From an optimization exercise on the open Yosys and OpenROAD flow, aimed at small area; shortcuts taken in it are not production practice. Only the layout flow was run in this run; the RTL was not checked for function there. Power and IR drop assume default switching activity.

==> design.v <==
module newpiece(input clk, input rst, output[2:0] piece, output[2:0] next);
logic[2:0] number, nextpiece;
always_ff @(posedge clk) begin
    if(~rst) begin
        number <= 0;
    end else begin
        if(number == 3'd6) begin
            number <= 0;
        end else begin
        number <= number + 1;
        end
    end
end
always_comb begin
    if(number == 3'd5) begin
        nextpiece = 3'd0;
    end else begin
        nextpiece = number + 2;
    end
end
assign piece = number;
assign next = nextpiece;
endmodule
module piece_rom(input[2:0] piece_id, input[1:0] rotation, input[1:0] row_index, output[0:3] piece_row, output[2:0] piece_rgb);
    logic[0:3] row;
    logic[2:0] piece_rgb_inner;
    always_comb begin
        case(piece_id)
            3'b000: begin
                piece_rgb_inner = 3'b011;
                if(rotation == 2'b01 || rotation == 2'b11) begin
                    case(row_index)
                        2'b00: row = 4'b0010;
                        2'b01: row = 4'b0010;
                        2'b10: row = 4'b0010;
                        2'b11: row = 4'b0010;
                    endcase
                end else begin
                    case(row_index)
                        2'b00: row = 4'b1111;
                        2'b01: row = 4'b0000;
                        2'b10: row = 4'b0000;
                        2'b11: row = 4'b0000;
                    endcase
                end
            end
            3'b001: begin
                piece_rgb_inner = 3'b001;
                case(rotation)
                    2'b00: begin
                        case(row_index)
                            2'b00: row = 4'b0100;
                            2'b01: row = 4'b0111;
                            2'b10: row = 4'b0000;
                            2'b11: row = 4'b0000;
                        endcase
                    end
                    2'b01: begin
                        case(row_index)
                            2'b00: row = 4'b0010;
                            2'b01: row = 4'b0010;
                            2'b10: row = 4'b0110;
                            2'b11: row = 4'b0000;
                        endcase
                    end
                    2'b10: begin
                        case(row_index)
                            2'b00: row = 4'b0000;
                            2'b01: row = 4'b0111;
                            2'b10: row = 4'b0001;
                            2'b11: row = 4'b0000;
                        endcase
                    end
                    2'b11: begin
                        case(row_index)
                            2'b00: row = 4'b0011;
                            2'b01: row = 4'b0010;
                            2'b10: row = 4'b0010;
                            2'b11: row = 4'b0000;
                        endcase
                    end
                endcase
            end
            3'b010: begin
                piece_rgb_inner = 3'b111;
                case(rotation)
                    2'b00: begin
                        case(row_index)
                            2'b00: row = 4'b0001;
                            2'b01: row = 4'b0111;
                            2'b10: row = 4'b0000;
                            2'b11: row = 4'b0000;
                        endcase
                    end
                    2'b01: begin
                        case(row_index)
                            2'b00: row = 4'b0110;
                            2'b01: row = 4'b0010;
                            2'b10: row = 4'b0010;
                            2'b11: row = 4'b0000;
                        endcase
                    end
                    2'b10: begin
                        case(row_index)
                            2'b00: row = 4'b0000;
                            2'b01: row = 4'b0111;
                            2'b10: row = 4'b0100;
                            2'b11: row = 4'b0000;
                        endcase
                    end
                    2'b11: begin
                        case(row_index)
                            2'b00: row = 4'b0010;
                            2'b01: row = 4'b0010;
                            2'b10: row = 4'b0011;
                            2'b11: row = 4'b0000;
                        endcase
                    end
                endcase
            end
            3'b011: begin
                piece_rgb_inner = 3'b110;
                case(row_index)
                    2'b00: row = 4'b0110;
                    2'b01: row = 4'b0110;
                    2'b10: row = 4'b0000;
                    2'b11: row = 4'b0000;
                endcase
            end
            3'b100: begin
                piece_rgb_inner = 3'b010;
                if(rotation == 2'b00 || rotation == 2'b10) begin
                    case(row_index)
                        2'b00: row = 4'b0011;
                        2'b01: row = 4'b0110;
                        2'b10: row = 4'b0000;
                        2'b11: row = 4'b0000;
                    endcase
                end else begin
                    case(row_index)
                        2'b00: row = 4'b0100;
                        2'b01: row = 4'b0110;
                        2'b10: row = 4'b0010;
                        2'b11: row = 4'b0000;
                    endcase
                end
            end
            3'b101: begin
                piece_rgb_inner = 3'b101;
                case(rotation)
                    2'b00: begin
                        case(row_index)
                            2'b00: row = 4'b0010;
                            2'b01: row = 4'b0111;
                            2'b10: row = 4'b0000;
                            2'b11: row = 4'b0000;
                        endcase
                    end
                    2'b01: begin
                        case(row_index)
                            2'b00: row = 4'b0010;
                            2'b01: row = 4'b0110;
                            2'b10: row = 4'b0010;
                            2'b11: row = 4'b0000;
                        endcase
                    end
                    2'b10: begin
                        case(row_index)
                            2'b00: row = 4'b0000;
                            2'b01: row = 4'b0111;
                            2'b10: row = 4'b0010;
                            2'b11: row = 4'b0000;
                        endcase
                    end
                    2'b11: begin
                        case(row_index)
                            2'b00: row = 4'b0010;
                            2'b01: row = 4'b0011;
                            2'b10: row = 4'b0010;
                            2'b11: row = 4'b0000;
                        endcase
                    end
                endcase
            end
            3'b110: begin
                piece_rgb_inner = 3'b100;
                if(rotation == 2'b00 || rotation == 2'b10) begin
                    case(row_index)
                        2'b00: row = 4'b0110;
                        2'b01: row = 4'b0011;
                        2'b10: row = 4'b0000;
                        2'b11: row = 4'b0000;
                    endcase
                end else begin
                    case(row_index)
                        2'b00: row = 4'b0001;
                        2'b01: row = 4'b0011;
                        2'b10: row = 4'b0010;
                        2'b11: row = 4'b0000;
                    endcase
                end
            end
            default: begin
                row = 4'b0000;
                piece_rgb_inner = 3'b000;
            end
        endcase
    end
    assign piece_row = row;
    assign piece_rgb = piece_rgb_inner;
endmodule
module tick_gen(input clk, input rst, input ticking, output vertical_flag, output horizontal_flag);
    logic[8:0] vertical_tick;    
    logic[6:0] horizontal_tick;  
    logic vertical_flag_inner;
    logic horizontal_flag_inner;
    always_ff @(posedge clk) begin
        if(~rst) begin
            vertical_tick <= '0;
            horizontal_tick <= '0;
            vertical_flag_inner <= 0;
            horizontal_flag_inner <= 0;
        end else if(ticking == 1)begin
            if(vertical_tick == 9'd358 && horizontal_tick != 7'd100) begin    
                vertical_tick <= '0;
                vertical_flag_inner <= 1;
            end else vertical_tick <= vertical_tick + 1;
            if(horizontal_tick == 7'd100 && vertical_tick != 9'd358) begin  
                horizontal_tick <= '0;
                horizontal_flag_inner <= 1;
            end else horizontal_tick <= horizontal_tick + 1;
            if(horizontal_tick == 7'd100 && vertical_tick == 9'd358) begin  
                vertical_tick <= '0;
                vertical_flag_inner <= 1;
                horizontal_tick <= '0;
                horizontal_flag_inner <= 1;
            end
            if(vertical_flag_inner == 1) vertical_flag_inner <= 0;
            if(horizontal_flag_inner == 1) horizontal_flag_inner <= 0;
        end
    end
    assign vertical_flag = vertical_flag_inner;
    assign horizontal_flag = horizontal_flag_inner;
endmodule
module board(input rst, input clk, input[3:0] board_x, input[4:0] board_y, input[3:0] vga_board_x, input[4:0] vga_board_y,
input[2:0] write_colour, input validate_start, output vga_occupied,
input write_done, input[5:0] x0, input[5:0] x1, input[5:0] x2, input[5:0] x3, input[5:0] y0, input[5:0] y1, 
input[5:0] y2, input[5:0] y3, input[5:0] future_x0, input[5:0] future_x1, input[5:0] future_x2, input[5:0] future_x3,
input[5:0] future_y0, input[5:0] future_y1, input[5:0] future_y2, input[5:0] future_y3,output occupied, output[1:0] lines_cleared, 
output[2:0] output_colour, output validate_done_flag, output left_allowed, output right_allowed, output crash, output board_rdy,
output rotation_allowed);
    logic[2:0] board[0:19][0:9];  
    logic[4:0] x, y;     
    logic board_rdy_inner, occupied_inner, validate_done_inner, crash_inner, left_allowed_inner, right_allowed_inner, vga_occupied_inner;
    logic rotation_allowed_inner;
    logic[2:0] colour_inner;
    logic[1:0] lines_cleared_inner;
    logic[2:0] count;
    logic signed[5:0] write_row, read_row;  
    logic[2:0] output_colour_inner;
    logic full;  
enum{RESET, WAIT, WRITE, CHECKLINE, FILLZERO, COPYLINE} state;
    always_ff @(posedge clk) begin
        if(~rst) begin
            validate_done_inner <= 0;
            x <= 5'd0;
            y <= 5'd0;
            board_rdy_inner <= 0;
            state <= RESET;
        end else begin
            case(state)
                RESET: begin
                    board[y][x] <= 24'd0;
                    x <= x + 1;
                    if(x == 5'd9) begin
                        x <= 5'd0;
                        y <= y + 1;
                        if(y == 5'd19) begin
                            state <= WAIT;
                            board_rdy_inner <= 1;
                        end
                    end
                end
                WAIT: begin
                    validate_done_inner <= 0;
                    if(validate_start) begin
                        state <= WRITE;
                        count <= 3'd0;
                    end
                    else state <= WAIT;
                end
                WRITE: begin
                    count <= count + 1;
                    if(count == 3'd4) begin
                        state <= CHECKLINE;
                        lines_cleared_inner <= 2'b00;
                        write_row <= 6'd19;
                        read_row <= 6'd19;
                        x <= 5'd0;
                        full <= 1;
                    end
                    if(count == 3'd0) board[y0][x0] <= write_colour;
                    if(count == 3'd1) board[y1][x1] <= write_colour;
                    if(count == 3'd2) board[y2][x2] <= write_colour;
                    if(count == 3'd3) board[y3][x3] <= write_colour;
                end
                CHECKLINE: begin
                    if(read_row == -6'd1) begin
                        state <= FILLZERO;
                        x <= 6'd0;
                    end else begin
                        x <= x + 1;
                        if(x == 6'd0) full <= 1;
                        if(board[read_row][x] == 0) begin
                            full <= 0;
                        end
                        if(x == 6'd10 && full == 1) begin
                            read_row <= read_row - 1;
                        end
                        if(x == 6'd10 && full == 0) begin
                            state <= COPYLINE;
                            x <= 6'd0;
                        end
                    end
                end
                COPYLINE: begin
                    if(x == 6'd10) begin
                        state <= CHECKLINE;
                        write_row <= write_row - 1;
                        read_row <= read_row - 1;
                        x <= 6'd0;
                        full <= 1;
                    end else begin
                        x <= x + 1;
                        board[write_row][x] <= board[read_row][x];
                    end
                end
                FILLZERO: begin
                    if(write_row == -6'd1) begin
                        state <= WAIT;
                        validate_done_inner <= 1;
                    end else begin
                        x <= x + 1;
                        if(x != 10) board[write_row][x] <= 24'd0;  
                        if(x == 10) begin
                            write_row <= write_row - 1;
                            x <= 6'd0;
                        end
                    end
                end
            endcase
        end
    end
    always_comb begin
        if(board[board_y][board_x] != 24'd0) begin
            occupied_inner = 1;
        end else begin
            occupied_inner = 0;
        end
        if(board[vga_board_y][vga_board_x] != 24'd0) begin
            vga_occupied_inner = 1;
            output_colour_inner = board[vga_board_y][vga_board_x];
        end else begin
            vga_occupied_inner = 0;
            output_colour_inner = 3'd0;
        end
    if ((board[y0+1][x0] != 24'd0) || (board[y1+1][x1] != 24'd0) || (board[y2+1][x2] != 24'd0) || (board[y3+1][x3] != 24'd0) ||
        (y0+1 == 6'd20) || (y1+1 == 6'd20) || (y2+1 == 6'd20) || (y3+1 == 6'd20)) begin
            crash_inner = 1;
        end else begin
            crash_inner = 0;
        end
        if((board[y0][x0+1] == 24'd0) && (board[y1][x1+1] == 24'd0) && (board[y2][x2+1] == 24'd0) && (board[y3][x3+1] == 24'd0) &&
            (x0+1 != 6'd10) && (x1+1 != 6'd10) && (x2+1 != 6'd10) && (x3+1 != 6'd10)) begin
                right_allowed_inner = 1;
            end else begin
                right_allowed_inner = 0;
            end
        if((board[y0][x0-1] == 24'd0) && (board[y1][x1-1] == 24'd0) && (board[y2][x2-1] == 24'd0) && (board[y3][x3-1] == 24'd0) &&
            (x0-1 <= 6'd9) && (x0-1 >= 6'd0) && (x1-1 <= 6'd9) && (x1-1 >= 6'd0) && (x2-1 <= 6'd9) && (x2-1 >= 6'd0) && 
            (x3-1 <= 6'd9) && (x3-1 >= 6'd0)) begin
                left_allowed_inner = 1;
            end else begin
                left_allowed_inner = 0;
            end
        if((board[future_y0][future_x0] == 24'd0) && (board[future_y1][future_x1] == 24'd0) && (board[future_y2][future_x2] == 24'd0) &&
           (board[future_y3][future_x3] == 24'd0) && (future_x0 <= 6'd9) && (future_x0 >= 6'd0) && (future_x1 <= 6'd9) && 
           (future_x1 >= 6'd0) && (future_x2 <= 6'd9) && (future_x2 >= 6'd0) && (future_x3 <= 6'd9) && (future_x3 >= 6'd0) && 
           (future_y0 >= 6'd0) && (future_y0 <= 6'd19) && (future_y1 >= 6'd0) && (future_y1 <= 6'd19) && 
           (future_y2 >= 6'd0) && (future_y2 <= 6'd19) && (future_y3 >= 6'd0) && (future_y3 <= 6'd19)) begin
            rotation_allowed_inner = 1;
           end else begin
            rotation_allowed_inner = 0;
           end
    end
    assign validate_done_flag = validate_done_inner;
    assign occupied = occupied_inner;
    assign output_colour = output_colour_inner;
    assign crash = crash_inner;
    assign left_allowed = left_allowed_inner;
    assign right_allowed = right_allowed_inner;
    assign rotation_allowed = rotation_allowed_inner;
    assign board_rdy = board_rdy_inner;
    assign vga_occupied = vga_occupied_inner;
endmodule
module game(input clk, input rst, input notstart, input pause, input notleft, input notright, input notrotate, input notfastdrop,
            input[3:0] vga_board_x, input[4:0] vga_board_y, output vga_occupied,
            output logic gameover, output logic[2:0] board_colour, output [2:0] current_colour, output[5:0] vga_x0, output[5:0] vga_x1,
            output[5:0] vga_x2, output[5:0] vga_x3, output[5:0] vga_y0, output[5:0] vga_y1, output[5:0] vga_y2, output[5:0] vga_y3);
    logic[2:0] piece, nextpiece;
    logic[23:0] score;
    logic vertical_flag, horizontal_flag;
    logic[2:0] current_piece_id, next_piece_id, count;
    logic[1:0] rotation, row_index;
    logic[3:0] piece_row, board_x, x_fetch, check_x;
    logic[4:0] board_y, y_fetch, check_y;
    logic[5:0] current_x[3:0], current_y[3:0];  
    logic signed[5:0] relative_x, relative_y;   
    logic[5:0] future_x[3:0], future_y[3:0];    
    logic board_rdy, validate_start, validate_done_flag, write_done, occupied, rotation_allowed, movement_allowed; 
    logic left_allowed, right_allowed, crash, fastdrop_allowed;
    logic[2:0] current_piece_rgb;
enum{WAIT, ACTIVE_PIECE, VALIDATE, GAMEOVER, PAUSE} state;
enum{AP_INIT, AP_FETCH, AP_SPAWN, AP_MOVE_ALLOWED, AP_MOVE_NOT_ALLOWED, AP_ROTATION, AP_ROTATE_FETCH, AP_FASTDROP} ap_state; 
    always_ff @(posedge clk) begin
        if(~rst) begin
            gameover <= 0;
            state <= WAIT;
            ap_state <= AP_INIT;
            validate_start <= 0;
            fastdrop_allowed <= 0;
            count <= 3'b000;
            x_fetch <= 4'b0000;
            y_fetch <= 5'b00000;
            current_piece_id <= 3'b000;
            rotation <= 2'b00;
            row_index <= 2'b00;
            relative_x <= 6'd0;
            relative_y <= 6'd0;
            for(int i = 0; i < 4; i++) begin
                current_x[i] <= 6'd0;
                current_y[i] <= 6'd0;
                future_x[i] <= 6'd0;
                future_y[i] <= 6'd0;
            end
        end else begin
            case(state)
                WAIT: begin
                    if(~notstart && board_rdy && notfastdrop) begin
                        state <= ACTIVE_PIECE;
                        ap_state <= AP_INIT;
                    end else state <= WAIT;
                end
                ACTIVE_PIECE: begin
                    if(notfastdrop) begin
                        fastdrop_allowed <= 1;
                    end
                    case(ap_state)
                        AP_INIT: begin
                                count <= 3'b000;
                                x_fetch <= 4'b000;
                                y_fetch <= 5'b000;
                                current_piece_id <= piece;
                                rotation <= 2'b00;
                                row_index <= 2'b00;
                                fastdrop_allowed <= 1;
                                relative_x <= 3;
                                relative_y <= 0;
                                ap_state <= AP_FETCH;
                        end
                        AP_FETCH: begin
                            if(count == 3'd4) begin
                                count <= 3'd0;
                                ap_state <= AP_MOVE_ALLOWED;
                            end else begin
                                if(x_fetch == 4'd4) begin
                                    row_index <= row_index + 1;
                                    x_fetch <= 4'd0;
                                end 
                                else begin 
                                    x_fetch <= x_fetch + 1;
                                    if(piece_row[x_fetch] == 1) begin
                                        current_x[count] <= x_fetch + 3;
                                        current_y[count] <= row_index + 0;
                                        count <= count + 1;
                                        if(occupied) begin
                                            state <= GAMEOVER;
                                            gameover <= 1;
                                        end
                                    end
                                end
                            end
                        end
                        AP_MOVE_ALLOWED: begin
                            if(vertical_flag) begin
                                if(crash) begin
                                    state <= VALIDATE;
                                    validate_start <= 1;
                                end 
                                else begin
                                    current_y[0] <= current_y[0] + 1;
                                    current_y[1] <= current_y[1] + 1;
                                    current_y[2] <= current_y[2] + 1;
                                    current_y[3] <= current_y[3] + 1;
                                    relative_y <= relative_y + 1;
                                end
                            end 
                            else begin
                                if(horizontal_flag) begin
                                    if(!notleft && left_allowed) begin
                                        current_x[0] <= current_x[0] - 1;
                                        current_x[1] <= current_x[1] - 1;
                                        current_x[2] <= current_x[2] - 1;
                                        current_x[3] <= current_x[3] - 1;
                                        relative_x <= relative_x - 1;
                                        ap_state <= AP_MOVE_NOT_ALLOWED;
                                    end
                                    if(!notright && right_allowed) begin
                                        current_x[0] <= current_x[0] + 1;
                                        current_x[1] <= current_x[1] + 1;
                                        current_x[2] <= current_x[2] + 1;
                                        current_x[3] <= current_x[3] + 1;
                                        relative_x <= relative_x + 1;
                                        ap_state <= AP_MOVE_NOT_ALLOWED;
                                    end
                                end
                                else begin
                                    if(!notrotate) begin
                                        rotation <= (rotation + 1) % 4;
                                        count <= 2'd0;
                                        x_fetch <= 4'b000;
                                        y_fetch <= 5'b000;
                                        ap_state <= AP_ROTATE_FETCH;
                                    end else begin
                                        if(!notfastdrop && !crash && fastdrop_allowed) begin
                                            fastdrop_allowed <= 0;
                                            ap_state <= AP_FASTDROP;
                                        end
                                    end
                                end
                            end     
                        end
                        AP_MOVE_NOT_ALLOWED: begin
                            if(vertical_flag) begin
                                if(crash) begin
                                    state <= VALIDATE;
                                    validate_start <= 1;
                                end 
                                else begin
                                    current_y[0] <= current_y[0] + 1;
                                    current_y[1] <= current_y[1] + 1;
                                    current_y[2] <= current_y[2] + 1;
                                    current_y[3] <= current_y[3] + 1;
                                    relative_y <= relative_y + 1;
                                end
                            end
                            if(notright && notleft && notrotate && notfastdrop) begin
                                ap_state <= AP_MOVE_ALLOWED;
                            end
                        end
                        AP_ROTATE_FETCH: begin
                            if(count == 3'd4) begin
                                count <= 3'd0;
                                ap_state <= AP_ROTATION;
                            end else begin
                                if(x_fetch == 4'd4) begin
                                    row_index <= row_index + 1;
                                    x_fetch <= 4'd0;
                                end 
                                else begin 
                                    x_fetch <= x_fetch + 1;
                                    if(piece_row[x_fetch] == 1) begin
                                        future_x[count] <= x_fetch + relative_x;
                                        future_y[count] <= row_index + relative_y;
                                        count <= count + 1; 
                                    end
                                end
                            end
                        end
                        AP_ROTATION: begin
                            ap_state <= AP_MOVE_NOT_ALLOWED;
                            if(rotation_allowed) begin
                                current_x[0] <= future_x[0];
                                current_x[1] <= future_x[1];
                                current_x[2] <= future_x[2];
                                current_x[3] <= future_x[3];
                                current_y[0] <= future_y[0];
                                current_y[1] <= future_y[1];
                                current_y[2] <= future_y[2];
                                current_y[3] <= future_y[3];
                            end else begin
                                rotation <= (rotation - 1) % 4;
                            end
                        end
                        AP_FASTDROP: begin
                            if(crash) begin
                                state <= VALIDATE;
                                validate_start <= 1;
                            end else begin
                                current_y[0] <= current_y[0] + 1;
                                current_y[1] <= current_y[1] + 1;
                                current_y[2] <= current_y[2] + 1;
                                current_y[3] <= current_y[3] + 1;
                            end
                        end
                    endcase
                end
                VALIDATE: begin
                    validate_start <= 0;
                    if(validate_done_flag) begin
                        state <= WAIT;
                    end          
                end
            endcase
        end
    end
    always_comb begin
        case(state)
            WAIT: begin
            end
            ACTIVE_PIECE: begin
            end
            VALIDATE: begin
            end
            GAMEOVER: begin
            end
            PAUSE: begin
            end
        endcase
    end
    assign check_x = 4'd0;
    assign check_y = 5'd0;
    assign board_x = (ap_state == AP_FETCH) ? (x_fetch + 3) : check_x;
    assign board_y = (ap_state == AP_FETCH) ? (row_index + 0) : check_y;
    assign current_colour = current_piece_rgb;
    assign vga_x0 = current_x[0];
    assign vga_x1 = current_x[1];
    assign vga_x2 = current_x[2];
    assign vga_x3 = current_x[3];
    assign vga_y0 = current_y[0];
    assign vga_y1 = current_y[1];
    assign vga_y2 = current_y[2];
    assign vga_y3 = current_y[3];
newpiece np(
    .clk(clk),
    .rst(rst),
    .piece(piece),
    .next(nextpiece)
);
piece_rom pr(
    .piece_id(current_piece_id),
    .rotation(rotation),
    .row_index(row_index),
    .piece_row(piece_row),
    .piece_rgb(current_piece_rgb)
);
tick_gen tg(
    .clk(clk),
    .rst(rst),
    .ticking(((state == ACTIVE_PIECE) && (ap_state != AP_ROTATE_FETCH) && (ap_state != AP_FASTDROP))),
    .vertical_flag(vertical_flag),
    .horizontal_flag(horizontal_flag)
);
board b(
    .clk(clk),
    .rst(rst),
    .board_rdy(board_rdy),
    .board_x(board_x),
    .board_y(board_y),
    .vga_board_x(vga_board_x),
    .vga_board_y(vga_board_y),
    .vga_occupied(vga_occupied),
    .x0(current_x[0]),
    .x1(current_x[1]),
    .x2(current_x[2]),
    .x3(current_x[3]),
    .y0(current_y[0]),
    .y1(current_y[1]),
    .y2(current_y[2]),
    .y3(current_y[3]),
    .future_x0(future_x[0]),
    .future_x1(future_x[1]),
    .future_x2(future_x[2]),
    .future_x3(future_x[3]),
    .future_y0(future_y[0]),
    .future_y1(future_y[1]),
    .future_y2(future_y[2]),
    .future_y3(future_y[3]),
    .left_allowed(left_allowed),
    .right_allowed(right_allowed),
    .rotation_allowed(rotation_allowed),
    .write_colour(current_piece_rgb),
    .validate_start(validate_start),
    .write_done(write_done),
    .validate_done_flag(validate_done_flag),
    .crash(crash),
    .occupied(occupied),
    .lines_cleared(),
    .output_colour(board_colour)
);
endmodule
module tetris(input logic CLOCK_50, input logic[3:0] KEY, input logic RESET_N, input logic START_N, output logic[6:0] HEX5,
              output logic [7:0] VGA_X, output logic [6:0] VGA_Y,
              output logic [2:0] VGA_COLOUR, output logic VGA_PLOT);
    logic[9:0] SW;
    assign SW = {RESET_N, START_N, 8'b1111_1111};
    logic[2:0] board_colour, current_colour;
    logic[7:0] x;
    logic[6:0] y;
    logic[4:0] vga_board_y;
    logic[3:0] vga_board_x;
    logic vga_occupied;
    logic[5:0] current_x0, current_x1, current_x2, current_x3, current_y0, current_y1, current_y2, current_y3;
    logic gameover;
    enum{RESET, WAITTOSTART, SCANDRAW, GAMEOVER} state;
    always_ff @(posedge CLOCK_50) begin
        if(~SW[9]) begin
            state <= RESET;
            x <= 8'd0;
            y <= 7'd0;
            HEX5 <= 7'b0001001;
            VGA_PLOT <= 1;
        end else begin
            case(state)
                RESET: begin
                    y <= y + 1;
                    if(y == 7'd119) begin
                        x <= x + 1;
                        y <= 7'd0;
                        if(x == 8'd159) begin
                            x <= 8'd3;
                            y <= 7'd0;
                            state <= WAITTOSTART;
                        end
                    end 
                end
                WAITTOSTART: begin
                    if(~SW[8]) begin
                        state <= SCANDRAW;
                    end
                end
                SCANDRAW: begin
                    if(gameover) begin
                        state <= GAMEOVER;
                    end else begin
                        x <= x + 1;
                        if(x == 8'd62) begin
                            x <= 8'd3;
                            y <= y + 1;
                            if(y == 7'd119) begin
                                y <= 7'd0;
                                x <= 8'd3;
                            end
                        end
                    end
                end
                GAMEOVER: begin 
                end
            endcase
        end
    end
    always_comb begin
        vga_board_x = (x - 3) / 6;
        vga_board_y = y / 6;
        VGA_COLOUR = 3'b000;
        case(state)
            RESET: begin
                if((x <= 8'd2) || (x >= 8'd63 && x <= 8'd65)) begin
                    VGA_COLOUR = 3'b111;
                end else begin
                    VGA_COLOUR = 3'b000;
                end
            end
            WAITTOSTART: begin
            end
            SCANDRAW: begin
                if(vga_occupied) begin
                    VGA_COLOUR = board_colour;
                end else if((vga_board_x == current_x0 && vga_board_y == current_y0) || 
                            (vga_board_x == current_x1 && vga_board_y == current_y1) ||
                            (vga_board_x == current_x2 && vga_board_y == current_y2) || 
                            (vga_board_x == current_x3 && vga_board_y == current_y3)) begin
                                VGA_COLOUR = current_colour;
                            end
                        else begin
                            VGA_COLOUR = 3'b000;
                        end
            end
            GAMEOVER: begin
            end
        endcase
    end
    assign VGA_X = x;
    assign VGA_Y = y;
    game g(
        .clk(CLOCK_50),
        .rst(SW[9]),
        .notstart(SW[8]),
        .pause(SW[7]),
        .notleft(KEY[3]),
        .notright(KEY[2]),
        .notrotate(KEY[1]),
        .notfastdrop(KEY[0]),
        .gameover(gameover),
        .vga_board_x(vga_board_x),
        .vga_board_y(vga_board_y),
        .vga_occupied(vga_occupied),
        .board_colour(board_colour),
        .current_colour(current_colour),
        .vga_x0(current_x0),
        .vga_x1(current_x1),
        .vga_x2(current_x2),
        .vga_x3(current_x3),
        .vga_y0(current_y0),
        .vga_y1(current_y1),
        .vga_y2(current_y2),
        .vga_y3(current_y3)
    );
endmodule
==> run.sh <==
#!/bin/bash
# synth_recipe.tcl (not shown) runs the flow's synth.tcl, then flattens the netlist and writes it again
# the make line also repeats each setting of config.mk as NAME=value (left out here)
make -C /OpenROAD-flow-scripts/flow DESIGN_CONFIG=/design/flow/config.mk WORK_HOME=/design/flow/orfs CLKGATE_MAP_FILE= SYNTH_SCRIPT=/design/flow/synth_recipe.tcl finish
==> config.mk <==
export PLATFORM = sky130hd
export DESIGN_NAME = tetris
export DESIGN_NICKNAME = tetris
export VERILOG_FILES = /design/flow/design.v
export SDC_FILE = /design/flow/constraint.sdc
export NUM_CORES = 8
export LEC_CHECK = 0
export CAP_MARGIN = 20
export CORE_MARGIN = 2
export CORE_UTILIZATION = 30
export SLEW_MARGIN = 20
==> constraint.sdc <==
create_clock -name core_clock -period 20.0 [get_ports {CLOCK_50}]
set_input_delay 4.0000 -clock core_clock [delete_from_list [all_inputs] [get_ports {CLOCK_50}]]
set_output_delay 4.0000 -clock core_clock [all_outputs]
set_load 0.01 [all_outputs]
==> summary.md <==
| Metric | Value |
|---|---|
| Outcome | no timing/DRC/antenna violations |
| Total Routing Usage GR | 0.367 |
| Post-CTS Setup Bufs | 0 |
| Reg2Reg Capture Point | g.current_x[2][3]$_DFFE_PP_ |
| Fillers | 29500 |
| First-pass GRT wire length | 755000 µm |
| Post-DP HPWL | 412000 µm |
| Maxcap violations | 0 |
| Cts repair resizes | 0 |
| Antenna violations before repair | 83 |
| Slowest stage cell, crit path | o31ai_2 |
| Lkg Pwr | 34.9 nW |
| Slew Limit Fails | 0 |
| Vias in the first global route | 81600 |
| Yosys top cell area share | 0.332 |
| Iter 0 DRT Violations | 16100 |
| Initial core utilization | 0.302 |
| Unrepaired setup endpoints after global routing | no |
| Number of synthesized register bits | about 800 |
| Endpoints failing setup | 0 |
| Cell row count | 200 |
| Worst-Skew Late Latency | 0.81 ns |
| I/O Buffers | 24 |
| Num CTS Buffers | 95 |
| Die Ht | ~550 µm |
| Worst rel slew slack | 0.0611 |
| Setup tns final | 0 ns |
| Top cells by area, synth | mux4_2, edfxtp_1, ha_1 |
| GR Overflow Total | 0 |
| Seq/Total Area, Yosys | 0.257 |
| Core area | 298000 µm² |
| Fmax achieved | 65.4 MHz |
| Worst slack at placement | 5.84 ns |
| Post-synth top flop | edfxtp_1 |
| Worst hold start | g.tg.horizontal_tick[1]$_SDFFE_PN0P_ |
| Synthesis-to-finish area growth | 11.4% |
| Pin count of the biggest net entering global routing | slightly above 100 |
| Worst-margin pin slew | around 1.4 ns |
| Syn avg cell area | 11.1 µm² |
| Die W | 551 µm |
| DR vias/cell | around 7.4 |
| Syn Inst Count | 8067 |
| Arrival time of the worst setup path | 11.29 ns |
| CTS root buf | clkbuf_16 |
| Drt total wl | approximately 570000 µm |
| Synth cell types | between 100 and 150 |
| Share of cells above drive strength 1 | 0.290 |
| Number of remaining DRC errors | 0 |
| Final #Nets | a little over 8000 |
| Max Buffers Root-to-Sink | 3 |
| Hold Buf Count CTS | 0 |
| Worst VDD drop | 0.0738 mV |
| Post-synth EDFFs | 712 |
| Placer Congestion | 1.09 |
| Dominant cell type by area after synthesis | mux4_2 |
| CTS tree | yes |
| Clk pin slew, worst setup/hold paths | roughly 0.060 ns |
| Worst setup path startpoint | x[0]$_SDFFE_PN0P_ |
| Pwr Density | 62.8 nW/µm² |
| Flop-to-flop setup slack | 10.07 ns |
| Final Hold Vio Count | 0 |
| Hold Path End | g.tg.horizontal_tick[1]$_SDFFE_PN0P_ |
| Die area | 304000 µm² |
| Worst Hold Path Cells | 2 |
| Htree depth | 3 |
| Req. time, crit path | between 15 and 20 ns |
| Nature of the critical path startpoint | flip-flop |
| Critical path capture point type | output port |
| Ys async rst share | 0 |
| Crit path kind | reg -> out |
| Clk sinks | 799 |
| Worst r2r src | g.current_x[0][0]$_DFFE_PP_ |
| Detail Route Antenna Nets | 0 |
| Final min period | 15.29 ns |
| Setup slack after layout | 4.71 ns |
| Cell mode on critical path | buf_4 |
| Drt wl/cell | 47.5 µm |
| Via count | 89600 |
| Hold Path Class | reg -> reg |
| Ys Warns | 6 |
| Worst-case clock skew | around 0.08 ns |
| I/O pins | 33 |
| Pre-Repair DR Iteration Count | 10 |
| Crit-path max cell delay | 0.97 ns |
| Final period util | 0.764 |
| Worst r2r path cells | 21 |
| Critical path peak fanout | 39 |
| Mapped Area | 89900 µm² |
==> sequential cells by signal, summed over array words and instances (netlist names), 4 cells and up <==
signal                flops
g.b.board               600
g.current_x              24
g.current_y              24
g.future_x               24
g.future_y               24
g.tg.vertical_tick        9
x                         8
g.tg.horizontal_tick      7
y                         7
g.b.read_row              6
g.b.write_row             6
g.relative_x              6
g.relative_y              6
g.b.x                     5
g.b.y                     5
g.x_fetch                 4
==> synth_stat cells, types with 22 or more instances <==
library cell and n:
fa_1 44, nor4_1 27, a21oi_1 427, a22oi_1 28, nor3_1 448, nor2b_1 76, a21o_1 69, o221ai_1 37
a31oi_1 46, a311oi_1 22, buf_1 101, a221oi_1 41, or2_2 47, clkbuf_1 504, edfxtp_1 712, xnor2_1 189
inv_1 188, o21ai_0 247, nand3_1 116, o22ai_1 65, mux4_2 1325, buf_4 30, nand2_1 466, nand2b_1 25
mux2i_1 318, a221o_1 29, nand4_1 36, buf_2 125, mux2_2 76, a2111oi_0 48, dfxtp_1 87, xor2_1 128
a211o_1 26, and3_1 33, or3_1 71, nor2_1 898, a211oi_1 175, nor3b_1 29, and2_1 37, o211ai_1 53
ha_1 318
==> kinds of logic (layout without fill, tap and decap cells) <==
kind of cell / after synthesis / count (layout) / share of synthesized area
AO/OA/AOI/OAI: 1520 / 1520 / 0.113
XOR/XNOR: 317 / 317 / 0.0309
adder cells (fa/ha/maj): 363 / 363 / 0.0542
buffers and inverters: 975 / 914 / 0.0449
flip-flops: 799 / 799 / 0.257
multiplexers: 1727 / 1727 / 0.379
other: 2 / 105 / 0.0000836
AND/OR/NAND/NOR: 2364 / 2364 / 0.121
==> where the power goes <==
group          internal, W  switching (W)  total [W]  leakage, nW
sequential         0.00182      0.0000504    0.00187         8.41
clock             0.000961       0.000796    0.00176         1.51
combinational     0.000870        0.00179    0.00266         25.0
total              0.00365        0.00264    0.00629         34.9
==> worst max-delay path, delay by kind of cell, from the launching register on <==
kind	cells	cell delay [ns]
AND/OR/NAND/NOR	5	0.96
buffers and inverters	7	3.06
adder cells (fa/ha/maj)	3	1.60
flip-flops	1	0.61
AO/OA/AOI/OAI	12	4.13
==> final cells by class <==
class                      instances  area [µm²]  share of cell area
antenna                           97         243             0.00242
clock buffer                     108        2470              0.0247
clock inverter                    65         594             0.00594
multi-input combinational       6299       63800               0.637
sequential                       799       23100               0.231
timing repair buffer             542        4230              0.0423
tap                             3939        4930              0.0492
inverter                         199         761             0.00760
==> metrics by stage <==
step	std cells	total power, W	instance area, µm²	utilization	hold slack, ns
floorplan	8073	0.00321	89900	-	0.416
finish	12000	0.00629	100000	0.337	0.488
CTS	11900	0.00609	99800	0.335	0.493
detailed placement	11800	0.00434	96800	0.325	0.485
global route	12000	0.00632	99900	0.336	0.510
global placement	11800	0.00432	96700	0.325	0.445
==> how the worst max path moves through the flow <==
stage                    end  slack (ns)  depth (start not counted)
6_report       VGA_COLOUR[0]        4.71                         27
5_1_grt        VGA_COLOUR[0]        4.46                         26
4_1_cts        VGA_COLOUR[0]        5.03                         26
3_5_place_dp   VGA_COLOUR[0]        5.84                         26
3_3_place_gp   VGA_COLOUR[1]        5.26                         27
2_1_floorplan  VGA_COLOUR[2]       10.12                         22
==> routing by layer <==
metal	vias to the layer above	global-route usage	wire length (µm)	part of all wire
met2	9631	0.482	220000	0.38
met1	45200	0.440	199000	0.35
met3	2449	0.209	100000	0.17
met5	-	0.0388	1450	0.0025
li1	32200	-	-	-
met4	46	0.260	51600	0.090
==> placed cells by master, fill, tap and decap left out, types with 46 or more instances in the layout <==
cell type / instances
mux4_2: 1325
nor2_1: 888
edfxtp_1: 712
buf_4: 510
nand2_1: 449
nor3_1: 429
a21oi_1: 425
mux2i_1: 318
ha_1: 302
o21ai_0: 244
inv_1: 180
a211oi_1: 174
xnor2_1: 166
nand3_1: 116
xor2_1: 110
diode_2: 97
clkbuf_16: 96
dfxtp_1: 86
mux2_2: 76
nor2b_1: 76
or3_1: 71
a21o_1: 68
o22ai_1: 65
o211ai_1: 53
or2_2: 47
a31oi_1: 46

## port drivers added, routing unchanged
The results above use ideal ports. As a check the final layout listed here was re-extracted and re-timed, cells and wires unchanged.
Step 1: set_driving_cell puts a clkbuf_16 on CLOCK_50 and a buf_2 on each other input, an assumption about the parent block.
Step 2 times the ports against the registers' clock, not the clock port: input delays grow and output delays shrink by t, the midpoint of the rising clock arrivals with the driver on.
Slacks: ideal ports / drivers / drivers and shift; pairs: ideal ports / drivers.
t (ns): 0.867
setup slack, ns: 4.713 / 4.609 / 5.476
worst data-port slew with drivers (ns): 0.03
After both steps setup and hold are still met in this run. For this run, drivers alone change the setup slack by -0.104 ns; drivers and shift together by +0.763 ns.
